This is an optimization exercise on Yosys and OpenROAD, whose aim is small area, not a production implementation. Function was checked by simulation only, so behaviour that the tests miss may differ from the original. Power is estimated from default activity; no workload was simulated.

### design/flow/config.mk
export PLATFORM = sky130hd
export DESIGN_NAME = alu
export DESIGN_NICKNAME = alu
export VERILOG_FILES = /design/flow/design.v
export SDC_FILE = /design/flow/constraint.sdc
export NUM_CORES = 4
export LEC_CHECK = 0
export CAP_MARGIN = 20
export CORE_MARGIN = 2
export CORE_UTILIZATION = 40
export SLEW_MARGIN = 20
### design/flow/constraint.sdc
create_clock -name core_clock -period 8.0 [get_ports {CLK}]
set_input_delay 1.6000 -clock core_clock [delete_from_list [all_inputs] [get_ports {CLK}]]
set_output_delay 1.6000 -clock core_clock [all_outputs]
set_load 0.01 [all_outputs]
### design/flow/design.v
module alu(OPA, OPB, CIN,INP_VALID, CLK, RST, CMD, CE, MODE, COUT, OFLOW, RES, G, E, L, ERR);
    input ['d8-1:0] OPA, OPB;
    input CLK, RST, CE, MODE, CIN;
    input [1:0] INP_VALID;
    input ['d4-1:0] CMD;
    output reg ['d16-1:0] RES;
    output reg COUT;
    output reg OFLOW;
    output reg G;
    output reg E;
    output reg L;
    output reg ERR;
    reg ['d16-1:0] RES_next;
    reg COUT_next, OFLOW_next, G_next, E_next, L_next, ERR_next;
    reg ['d16-1:0] res_t;
    reg cout_t, oflow_t, g_t, e_t, l_t, err_t;
    always @(posedge CLK or posedge RST) begin
        if (RST) begin
            RES <= {'d16{1'b0}};
            COUT <= 1'b0;
            OFLOW <= 1'b0;
            G <= 1'b0;
            E <= 1'b0;
            L <= 1'b0;
            ERR <= 1'b0;
        end
        else begin
                RES <= RES_next;
                COUT <= COUT_next;
                OFLOW <= OFLOW_next;
                G <= G_next;
                E <= E_next;
                L <= L_next;
                ERR <= ERR_next;
        end
    end
    always @(posedge CLK) begin
        res_t = {'d16{1'b0}};
        cout_t = 1'b0;
        oflow_t = 1'b0;
        g_t = 1'b0;
        e_t = 1'b0;
        l_t = 1'b0;
        err_t = 1'b0;
        if (CE) begin
            if (MODE) begin
                case (CMD)
                   'd0: begin
                        if (INP_VALID == 'b11) begin
                            res_t = OPA+ OPB;
                            cout_t = res_t[8]; 
                        end
                   end
                   'd1: begin
                        if (INP_VALID == 'b11) begin
                            oflow_t = (OPA < OPB);
                            res_t = OPA - OPB;
                        end
                   end
                   'd2: begin
                        if (INP_VALID == 'b11) begin
                            res_t = OPA + OPB + CIN;
                            cout_t = res_t[8];
                        end
                   end
                   'd3: begin
                        if (INP_VALID == 'b11) begin
                            oflow_t = (OPA < (OPB + CIN));
                            res_t = OPA - OPB - CIN;
                        end
                   end
                   'd4:  begin
                        if (INP_VALID[0] == 'b1) begin
                            res_t = OPA + 1;
                        end
                   end
                   'd5: begin
                        if (INP_VALID[0] == 'b1) begin
                            res_t = OPA - 1;
                            if (OPA == {'d8{1'b0}}) oflow_t = 1;
                        end
                   end
                   'd6: begin
                        if (INP_VALID[1] == 'b1) begin
                            res_t = OPB + 1;
                        end
                   end
                   'd7: begin
                        if (INP_VALID[1] == 'b1) begin
                            res_t = OPB - 1;
                            if (OPB == {'d8{1'b0}}) oflow_t = 1;
                        end
                   end
                   'd8: begin
                        if (INP_VALID == 'b11) begin
                            if (OPA == OPB) begin
                                e_t = 1'b1;
                                g_t = 1'b0;
                                l_t = 1'b0;
                            end
                            else if (OPA > OPB) begin
                                e_t = 1'b0;
                                g_t = 1'b1;
                                l_t = 1'b0;
                            end
                            else begin
                                e_t = 1'b0;
                                g_t = 1'b0;
                                l_t = 1'b1;
                            end
                        end
                   end
                   'd9: begin
                        if (INP_VALID == 'b11) begin
                            res_t = (OPA + 1) * (OPB + 1);
                        end
                   end
                   'd10: begin
                        if (INP_VALID == 'b11) begin
                            res_t = (OPA << 1) * (OPB);
                        end
                   end
                   'd11: begin
                        if (INP_VALID == 'b11) begin
                            res_t = $signed(OPA) + $signed(OPB);
                            oflow_t =((OPA[7] == OPB[7]) && (res_t[7] != OPA[7]));
                            cout_t = res_t[8];
                            if ($signed(res_t) < 0) l_t = 1'b1;
                            else if ($signed(res_t) > 0) g_t = 1'b1;
                            else e_t = 1'b1;
                        end
                   end
                   'd12: begin
                        if (INP_VALID == 'b11) begin
                            res_t = $signed(OPA) - $signed(OPB);
                            oflow_t = ((OPA[7] != OPB[7]) && (res_t[7] != OPA[7]));
                            cout_t = res_t[8];
                            if ($signed(res_t) < 0) l_t = 1'b1;
                            else if ($signed(res_t) > 0) g_t = 1'b1;
                            else e_t = 1'b1;
                        end
                   end
                   default:;
               endcase
            end
            else begin
                case (CMD)
                    'd0:begin
                        if (INP_VALID == 'b11) res_t = {1'b0, OPA & OPB};
                    end
                    'd1:begin
                        if (INP_VALID == 'b11) res_t = {1'b0, ~(OPA & OPB)};
                    end
                    'd2:begin
                        if (INP_VALID == 'b11)res_t = {1'b0, OPA | OPB};
                    end
                    'd3:begin
                        if (INP_VALID == 'b11)res_t = {1'b0, ~(OPA | OPB)};
                    end
                    'd4:begin
                        if (INP_VALID == 'b11) res_t = {1'b0, OPA ^ OPB};
                    end
                    'd5:begin
                        if (INP_VALID == 'b11) res_t = {1'b0, ~(OPA ^ OPB)};
                    end
                    'd6:begin
                        if (INP_VALID[0] == 'b1)
                            res_t = ~OPA &{'d8 {1'b1}};
                    end
                    'd7:begin
                        if (INP_VALID[1] == 'b1)
                            res_t =  ~OPB&{'d8{1'b1}};
                    end
                    'd8:begin
                        if (INP_VALID[0] == 'b1)
                            res_t = (OPA >> 1) &{'d8{1'b1}} ;
                    end
                    'd9:begin
                        if (INP_VALID[0] == 'b1)
                            res_t = (OPA << 1)&{'d8{1'b1}};
                    end
                    'd10:begin
                        if (INP_VALID[1] == 'b1)
                            res_t = (OPB >> 1)&{'d8{1'b1}};
                    end
                    'd11:begin
                        if (INP_VALID[1] == 'b1)
                            res_t = (OPB << 1)&{'d8{1'b1}};
                    end
                    'd12:begin
                        if (INP_VALID == 'b11) begin
                            if (!(|OPB['d8-1:'d2+1])) begin
                                res_t = ((OPA <<  OPB['d2:0]) | (OPA >> ('d8 -  OPB['d2:0])))&{'d8{1'b1}};
                            end
                            else err_t = 1'b1;
                        end
                    end
                    'd13:begin
                        if (INP_VALID == 'b11) begin
                            if (!(|OPB['d8-1:'d2+1])) begin
                                res_t = ((OPA >> OPB['d2:0]) | (OPA << ('d8 - OPB['d2:0]))) &{'d8{1'b1}};
                            end
                            else err_t = 1'b1;
                        end
                    end
                    default: ;
                endcase
            end
            if(!(MODE == 1 && (CMD == 'd10 || CMD == 'd9 || CMD == 'd12 || CMD == 'd11)))
                res_t = res_t & {'d8{1'b1}};
        end
        RES_next <= res_t;
        COUT_next <= cout_t;
        OFLOW_next <= oflow_t;
        G_next <= g_t;
        E_next <= e_t;
        L_next <= l_t;
        ERR_next <= err_t;
    end
endmodule
### design/flow/run.sh
#!/bin/bash
# synth_recipe.tcl (not shown) runs the flow's synth.tcl, then flattens the netlist and writes it again
# the make line also repeats each setting of config.mk as NAME=value (left out here)
make -C /OpenROAD-flow-scripts/flow DESIGN_CONFIG=/design/flow/config.mk WORK_HOME=/design/flow/orfs CLKGATE_MAP_FILE= SYNTH_SCRIPT=/design/flow/synth_recipe.tcl finish
==> load_flow_metrics.sql <==
INSERT INTO impl_metrics (metric_group, metric, value, unit) VALUES
('synthesis', 'synth_edf_count', '0', ''),
('synthesis', 'fraction_of_synthesis_flops_using_an_asynchronous_set_or_reset_pin', '50.0', '%'),
('power', 'comb_power_share', '75.8', '%'),
('placement', 'post-place-ws', '0.465', 'ns'),
('clock_network', 'clock_sink_count', '44', ''),
('detailed_routing', 'wirelength', '36900', 'µm'),
('power', 'power.clock.fraction', '12.3', '%'),
('timing', 'worst_pin_slew', '1.13', 'ns'),
('synthesis', 'synth_compound_area_share', '18.9', '%'),
('run_status', 'result_of_the_run', 'no timing/DRC/antenna violations', ''),
('detailed_routing', 'detail_route.vias_per_cell', '6.03', ''),
('critical_path', 'crit_required', '8.16', 'ns'),
('power', 'pwr-share-seq', '11.8', '%'),
('synthesis', 'yosys-mux-area-fraction', '3.57', '%'),
('synthesis', 'post-synth-top-count-cell', 'inv_1', ''),
('global_routing', 'globalRouteOverflowTotal', '0', ''),
('power', 'power_report.internal_total', '943', 'µW'),
('worst_hold_path', 'worstHoldPathType', 'register to register', ''),
('floorplanning', 'number_of_top_level_pins', '49', ''),
('clock_network', 'post_cts_resize_count', '0', ''),
('clock_network', 'clock_tree.root_cell', 'clkbuf_16', ''),
('synthesis', 'yosysTopAreaCellShare', '16.9', '%'),
('clock_network', 'cts.path.max_buffers', '2', ''),
('synthesis', 'postSynthAreaPerCell', '7.97', 'µm²'),
('finish', 'multiInputGateArea', '8310', 'µm²'),
('finish', 'drive_gt1_share', '8.58', '%'),
('clock_network', 'htree_levels', '2', ''),
('timing', 'max-slew-margin-rel', '23.8', '%'),
('detailed_routing', 'drtPass1Iterations', '8', ''),
('timing', 'grt_setup_unrepaired', 'no', ''),
('finish', 'final_net_count', '1537', ''),
('floorplanning', 'die_h', '164', 'µm'),
('floorplanning', 'die-area', '26800', 'µm²'),
('power', 'fraction_of_power_spent_switching_nets', '50.7', '%'),
('finish', 'finalNonFillerCells', '1648', ''),
('floorplanning', 'starting_density_of_the_core', '40.7', '%'),
('synthesis', 'yosys.area_share.simple', '19.6', '%'),
('placement', 'finalWeightedCongestion', '1.01', ''),
('clock_network', 'clock_tree_from_tritoncts', 'built', ''),
('synthesis', 'synth_seq_cells', '44', ''),
('detailed_routing', 'routed_wire_length_per_instance', '22.4', 'µm'),
('detailed_routing', 'residual_drc', '0', ''),
('power', 'power_density', '169', 'nW/µm²'),
('global_routing', 'pin_count_of_the_biggest_net_entering_global_routing', '40', ''),
('timing', 'postLayoutSetupSlackWorst', '0.693', 'ns'),
('synthesis', 'synth_adder_area_share', '30.1', '%'),
('synthesis', 'synth.yosys.warnings', '1', ''),
('timing', 'setup-violations-final', '0', ''),
('timing', 'finalMaxSlewViolations', '0', ''),
('detailed_routing', 'ant_nets', '0', ''),
('placement', 'place_area', '11100', 'µm²'),
('floorplanning', 'core.rowCount', '58', ''),
('detailed_routing', 'vias', '9933', ''),
('synthesis', 'synth.lib_cells_used.distinct', '94', ''),
('clock_network', 'clkLatencyLatePin', '0.27', 'ns'),
('synthesis', 'synthFlopType', 'dfxtp_1', ''),
('synthesis', 'synth.area.top_cells', 'fa_1, ha_1, inv_1, dfrtp_1, nor2_1', ''),
('synthesis', 'postSynthCellCount', '1281', ''),
('synthesis', 'synth_seq_area_share', '9.70', '%'),
('critical_path', 'crit_path_start_kind', 'primary input', ''),
('timing', 'final-hold-violation-count', '0', ''),
('timing', 'final.min_clock_period', '7.31', 'ns'),
('placement', 'portBuffers', '48', ''),
('global_routing', 'antenna_found_initial', '1', ''),
('timing', 'finalHoldWorstSlack', '0.324', 'ns'),
('power', 'p_sw', '971', 'µW'),
('floorplanning', 'core_region_area', '25100', 'µm²'),
('finish', 'layout.area.seq', '991', 'µm²'),
('power', 'leakage', '0.00510', 'µW'),
('synthesis', 'yosys.area.top_type', 'fa_1', ''),
('global_routing', 'globalRouteTotalUtil', '28.1', '%');
==> metrics by stage <==
step                util [%]  power [µW]
finish                  45.0        1910
global route            45.0        2090
CTS                     45.0        1910
detailed placement      44.3        1670
global placement        44.3        1660
floorplan                  -        1250
==> final timing paths <==
check	from	end	slack [ns]	cells past startpoint
worst min-delay path	RES_next[8]	RES[8]	0.32	0
max in group asynchronous	RST	ERR	5.75	2
worst max-delay path	OPB[0]	RES_next[14]	0.69	21
min in group asynchronous	RST	RES[9]	1.76	2
worst max register to register	RES_next[15]	RES[15]	7.58	0
worst min register to register	RES_next[8]	RES[8]	0.32	0
==> cells in the final DEF, fill, tap and decap left out, types with 5 or more instances in the layout <==
cell	count
a21oi_1	61
a22oi_1	14
or3_1	7
and3_1	7
o221ai_1	5
o211ai_1	6
a32oi_1	6
ha_1	108
nor4_1	11
a31oi_1	13
dfxtp_1	22
fa_1	86
o21ai_0	29
buf_4	44
xnor2_1	53
a211oi_1	8
or2_2	14
nor2b_1	8
nand4_1	9
o32ai_1	6
clkbuf_16	5
a221o_1	5
o22ai_1	30
clkdlybuf4s50_1	48
inv_1	150
nor2_1	143
xor2_1	37
mux2i_1	24
and2_1	7
xnor2_2	7
nor3_1	36
a221oi_1	10
a21o_1	9
nand3_1	35
dfrtp_1	22
nand2_1	106
nand2b_1	15
==> cells by family (layout without fill, tap and decap cells) <==
logic type / after synthesis / after routing
AND/OR/NAND/NOR: 424 / 424
AO/OA/AOI/OAI: 267 / 267
multiplexers: 31 / 31
buffers and inverters: 222 / 258
other: 0 / 1
flip-flops: 44 / 44
adder cells (fa/ha/maj): 194 / 194
XOR/XNOR: 99 / 99
==> power by group through the flow <==
stage | Combinational, µW | Sequential (µW) | Clock (µW)
floorplan | 1020 | 232 | 0
global placement | 1430 | 231 | 0
detailed placement | 1440 | 231 | 0
CTS | 1450 | 227 | 241
global route | 1610 | 227 | 252
finish | 1450 | 227 | 236
==> metal layers <==
metal	up-vias	track usage [%]	share of wire, %
met5	-	0	0
met1	4804	38.2	42
met2	519	44.7	44
met3	107	3.03	8.2
li1	4503	-	-
met4	0	13.3	5.2
==> area by class of cell <==
type | instances | area share (%)
diodes | 1 | 0.0221
repair buffers | 92 | 7.17
well taps | 330 | 3.65
flip-flops and latches | 44 | 8.77
inverters | 158 | 5.27
clock buffers | 7 | 1.35
clock inverters | 1 | 0.266
multi-input cells | 1015 | 73.5
==> worst max-delay path, stage by stage <==
cell and delay [ns]:
clkdlybuf4s50_1 0.68, ha_1 0.33, xor2_1 0.54, nand2_1 0.17
fa_1 0.56, inv_1 0.04, ha_1 0.29, ha_1 0.28
inv_1 0.05, fa_1 0.52, inv_1 0.04, ha_1 0.24
fa_1 0.42, a21o_1 0.19, a211o_1 0.31, a2111oi_0 0.41
or3_1 0.21, o21ai_0 0.11, xor2_1 0.15, a22oi_1 0.21
a21oi_1 0.09
==> state kept, by name, indices dropped and copies added (netlist names) <==
| signal | count |
|---|---|
| RES | 16 |
| RES_next | 16 |
| COUT | 1 |
| COUT_next | 1 |
| E | 1 |
| ERR | 1 |
| ERR_next | 1 |
| E_next | 1 |
| G | 1 |
| G_next | 1 |
| L | 1 |
| L_next | 1 |
| OFLOW | 1 |
| OFLOW_next | 1 |

## afterwards: timing with drivers on the ports
Ports are ideal in the flow. The routed layout listed here was re-timed in OpenROAD.
Step 1, drivers: a clkbuf_16 drives CLK and a buf_2 each remaining input, both assumed.
Step 2 moves the port delays by t, midway between the first and last clock arrival at a register: inputs arrive t later, outputs are due t later. That takes back most of the time a late clock gives input paths.
a / b / c = no drivers / after step 1 / after step 2; a / b = the first two.
shift t [ns]: 0.306
setup slack, ns: 0.693 / 0.693 / 0.387
worst setup path at the end: input to register
After both steps this run still meets setup and hold. For this run, drivers alone change the setup slack by 0.000 ns; drivers and shift together by -0.306 ns.
